Background: an optimization exercise with open tools, aiming at small area. Do not read the settings as production practice.
Function was checked by simulation only, so behaviour that the tests miss may differ from the original.

==> zinc <==
// sell_machine_2
module sell_machine_2( 
	input clk,
	input in_5j, in_1y, in_5y,
	input in_buy1, in_buy2,
	input reset, in_refund,
	output reg out_less, out_take, out_money,
	output [2:0] which_seg, output [6:0] seg);
reg shop;                  
reg [5:0] c5, c10, c50;    
reg [5:0] m1, m2;          
reg [13:0] tq;             
wire f5, f10, f50;
wire s5, s10, s50;
debounce de1(reset, clk, in_5j, s5, f5);
debounce de2(reset, clk, in_1y, s10, f10);
debounce de3(reset, clk, in_5y, s50, f50);
function automatic [5:0] inc6(input [5:0] v, input en);
	integer i; reg k;
	begin k = en; for (i = 0; i < 6; i = i + 1) begin inc6[i] = v[i] ^ k; k = k & v[i]; end end
endfunction
function automatic [5:0] dec6(input [5:0] v, input en);
	integer i; reg k;
	begin k = en; for (i = 0; i < 6; i = i + 1) begin dec6[i] = v[i] ^ k; k = k & ~v[i]; end end
endfunction
wire cclr = reset | in_refund;
always @(posedge clk) begin
	c5 <= cclr ? 6'd0 : inc6(c5, f5);
  ...
export LEC_CHECK = 0
export ABC_AREA = 1
export CAP_MARGIN = 20
export CORE_MARGIN = 2
export CORE_UTILIZATION = 40
export SLEW_MARGIN = 20
create_clock -name core_clock -period 20.0 [get_ports {clk}]
standard.sh (not shown) runs the stock make flow with config.mk's settings and CLKGATE_MAP_FILE= SYNTH_SCRIPT=/design/flow/synth_recipe.tcl, a recipe that flattens the netlist after the stock synthesis.
==> flow/flow/run.sh <==
#!/bin/bash
# Own layout flow: the standard ORFS flow, with an area-oriented ABC mapping script
# (and no pre-mapping ABC pass in Yosys) and a clock tree without dummy loads.
set -euo pipefail
W=$(pwd)
rm -rf "$W/scripts_own"
cp -r "$FLOW_HOME/scripts" "$W/scripts_own"
cp "$W/flow/abc_area.script" "$W/scripts_own/abc_area.script"
export CTS_ARGS="-sink_clustering_enable -repair_clock_nets -dont_use_dummy_load -buf_list sky130_fd_sc_hd__clkbuf_8"
export BUFFER_PORTS_ARGS="-buffer_cell sky130_fd_sc_hd__buf_1"
bash standard.sh SCRIPTS_DIR="$W/scripts_own" SYNTH_ARGS=-noabc ABC_AREA=1 finish > "$W/standard_flow.log" 2>&1
==> flow/flow/abc_area.script <==
strash
dc2
&get -n
&st
&dch -f
&nf -R 1000 -a
&put
topo
==> umber: changes against zinc <==
--- a/flow/design.v
+++ b/flow/design.v
@@ -132,13 +132,12 @@
 	input clk,
 	input in_5j, in_1y, in_5y,
 	input in_buy1, in_buy2,
 	input reset, in_refund,
 	output reg out_less, out_take, out_money,
 	output [2:0] which_seg, output [6:0] seg);
-reg shop;                  
 reg [5:0] c5, c10, c50;    
 reg [5:0] m1, m2;          
 reg [13:0] tq;             
 wire f5, f10, f50;
 wire s5, s10, s50;
 debounce de1(reset, clk, in_5j, s5, f5);
@@ -329,54 +328,55 @@
 assign ms_84 = ms_66 & ms_82;
 assign y = {ms_84, ms_83, ms_81, ms_79, ms_77, ms_75, ms_73, ms_71, ms_69, ms_25, ms_1};
 wire neg, lt15, lt25;
 wire [3:0] hund, tens, ones;
 select_seg conv(y, neg, lt15, lt25, hund, tens, ones);
 wire busy = out_take | out_less | out_money;
-wire idle = ~busy & ~shop;
+wire shop = ~busy & tq[0];
+wire idle = ~busy & ~tq[0];
 wire done = tq[13] & tq[12] & ~tq[11] & ~tq[10] & ~tq[9] & tq[7] & tq[5] & ~tq[4] & tq[2] & ~tq[1] & ~tq[0];
-always @(posedge clk) begin
-	tq <= (reset | ~busy | done) ? 14'd0 : {tq[12:0], ~(tq[13] ^ tq[4] ^ tq[1])};
-end
 wire go1 = idle & in_buy1;
 wire go2 = idle & ~in_buy1 & in_buy2;
 wire gor = idle & ~in_buy1 & ~in_buy2 & in_refund;
 wire ok1 = go1 & ~lt15;
 wire ok2 = go2 & ~lt25;
 always @(posedge clk) begin
+	tq[13:1] <= (reset | ~busy | done) ? 13'd0 : tq[12:0];
+	tq[0] <= reset ? 1'b0 : ~busy ? (ok1 | ok2) : done ? 1'b0 : ~(tq[13] ^ tq[4] ^ tq[1]);
+end
+always @(posedge clk) begin
 	if (reset) begin
-		shop <= 0; out_take <= 0; out_less <= 0; out_money <= 0;
+		out_take <= 0; out_less <= 0; out_money <= 0;
 	end else begin
-		shop <= ok1 | ok2;
 		out_take <= shop | (out_take & ~done);
 		out_less <= (go1 & lt15) | (go2 & lt25) | (out_less & ~done);
 		out_money <= gor | (out_money & ~done);
 	end
 	m1 <= (reset | gor) ? 6'h3f : dec6(m1, ok1);
 	m2 <= (reset | gor) ? 6'h3f : dec6(m2, ok2);
 end
-reg [4:0] times;
-reg first;
+reg [1:0] sa;
+reg [3:0] sb;
 reg [3:0] dig, shown;
-wire t_h = (times == 5'd30), t_t = (times == 5'd8), t_o = (times == 5'd17);
-wire t_show = (times == 5'd1) | (times == 5'd11) | (times == 5'd21);
+wire sa3 = sa[1] & sa[0];
+wire sb9 = sb[3] & sb[0];
+wire t_h = sa[1] & ~sa[0] & sb9;                           
+wire t_t = ~sa[1] & ~sa[0] & sb[2] & sb[1] & sb[0];        
+wire t_o = ~sa[1] & sa[0] & sb[2] & sb[1] & ~sb[0];        
+wire t_show = ~sb[3] & ~sb[2] & ~sb[1] & ~sb[0] & ~sa3;    
 always @(posedge clk) begin
-	first <= reset;
 	if (reset) begin
-		times <= 0; dig <= 0; shown <= 0;
+		sa <= 2'd3; sb <= 4'd1; dig <= 0; shown <= 0;
 	end else begin
-		times <= t_h ? 5'd0 : times + 1'd1;
-		if (t_h) dig <= hund;
-		else if (t_t) dig <= tens;
-		else if (t_o) dig <= ones;
+		sb <= (sa3 | sb9) ? 4'd0 : sb + 1'd1;
+		sa <= sa3 ? 2'd0 : sa + sb9;
+		if (t_h | t_t | t_o) dig <= sa[1] ? hund : sa[0] ? ones : tens;
 		if (t_show) shown <= dig;
 	end
 end
-assign which_seg[0] = (times[0] & ~times[4]) | (times[1] & ~times[4]) | (~times[2] & ~times[3] & times[4]) | (times[3] & ~times[4]) | (~times[0] & ~times[1] & times[2] & ~times[3]) | (first);
-assign which_seg[1] = (~times[3] & ~times[4]) | (times[3] & times[4]) | (times[1] & times[2] & times[4]) | (~times[0] & ~times[2] & ~times[4]) | (times[0] & times[2] & times[4]) | (~times[1] & ~times[2] & times[3]);
-assign which_seg[2] = (times[4]) | (times[2] & times[3]) | (times[0] & times[1] & times[3]) | (~times[0] & ~times[1] & ~times[2] & ~times[3] & ~first);
+assign which_seg = {~((~sa[1] & ~sa[0]) | (sa3 & sb[0])), ~(~sa[1] & sa[0]), ~((sa[1] & ~sa[0]) | (sa3 & ~sb[0]))};
 wire [6:0] pat;
 assign pat[0] = (~shown[0] & ~shown[1] & shown[2]) | (shown[0] & ~shown[1] & ~shown[2] & ~shown[3]);
 assign pat[1] = (~shown[0] & shown[1] & shown[2]) | (shown[0] & ~shown[1] & shown[2]);
 assign pat[2] = (~shown[0] & shown[1] & ~shown[2]);
 assign pat[3] = (~shown[0] & ~shown[1] & shown[2]) | (shown[0] & shown[1] & shown[2]) | (shown[0] & ~shown[1] & ~shown[2] & ~shown[3]);
 assign pat[4] = (shown[0]) | (~shown[1] & shown[2]);
==> flow/flow/abc_area.script (replaced) <==
strash
&get -n
&deepsyn -T 60
&put
&get -n
&st
&dch -f
&nf -R 1000 -a
&put
topo
==> comparison table <==
metric	zinc	umber
Result of the run	complete, no violations	complete, no violations
Number of filler cells placed in the layout	1196	1124
Core ar.	12500 sq um	12000 sq um
Met2 wirelength from detailed routing	4.31 mm	3.52 mm
Number of global-route vias before repair	3327	3008
Area of the multi-input gates	3050 sq um	2890 sq um
Maximum number of pins on one net before global-route repair	24	27
Largest fanout on the critical path	9	5
Met3 Resource Use GR	3.37%	3.65%
Share of the synthesized area in compound gates (AO/OA/AOI/OAI)	6.73%	6.95%
Layout cell share with drive strength beyond 1	2.13%	2.27%
Number of DRC violations after detailed-routing iteration 0	134	125

## afterwards: timing with drivers on the ports
The results above use ideal ports. As a check the final layouts listed here were re-extracted and re-timed, cells and wires unchanged.
Step 1 assumes that a clkbuf_16 drives the clock port and a buf_2 every other input.
Step 2 times the ports against the registers' clock, not the clock port: input delays grow and output delays shrink by t, the midpoint of the rising clock arrivals with the driver on.
Three values: ideal, step 1, step 2; two values: the first two.
| run | t (ns) | slack for setup (ns) | worst setup path at the end | worst register clock-pin slew, ns | worst slew at a driven data input, ns |
|---|---|---|---|---|---|
| zinc | 0.380 | 8.977 / 8.977 / 8.977 | register to register | 0.08 / 0.08 | 0.06 |
| umber | 0.370 | 8.894 / 8.894 / 8.894 | register to register | 0.09 / 0.09 | 0.03 |
After both steps every run listed still meets setup and hold.
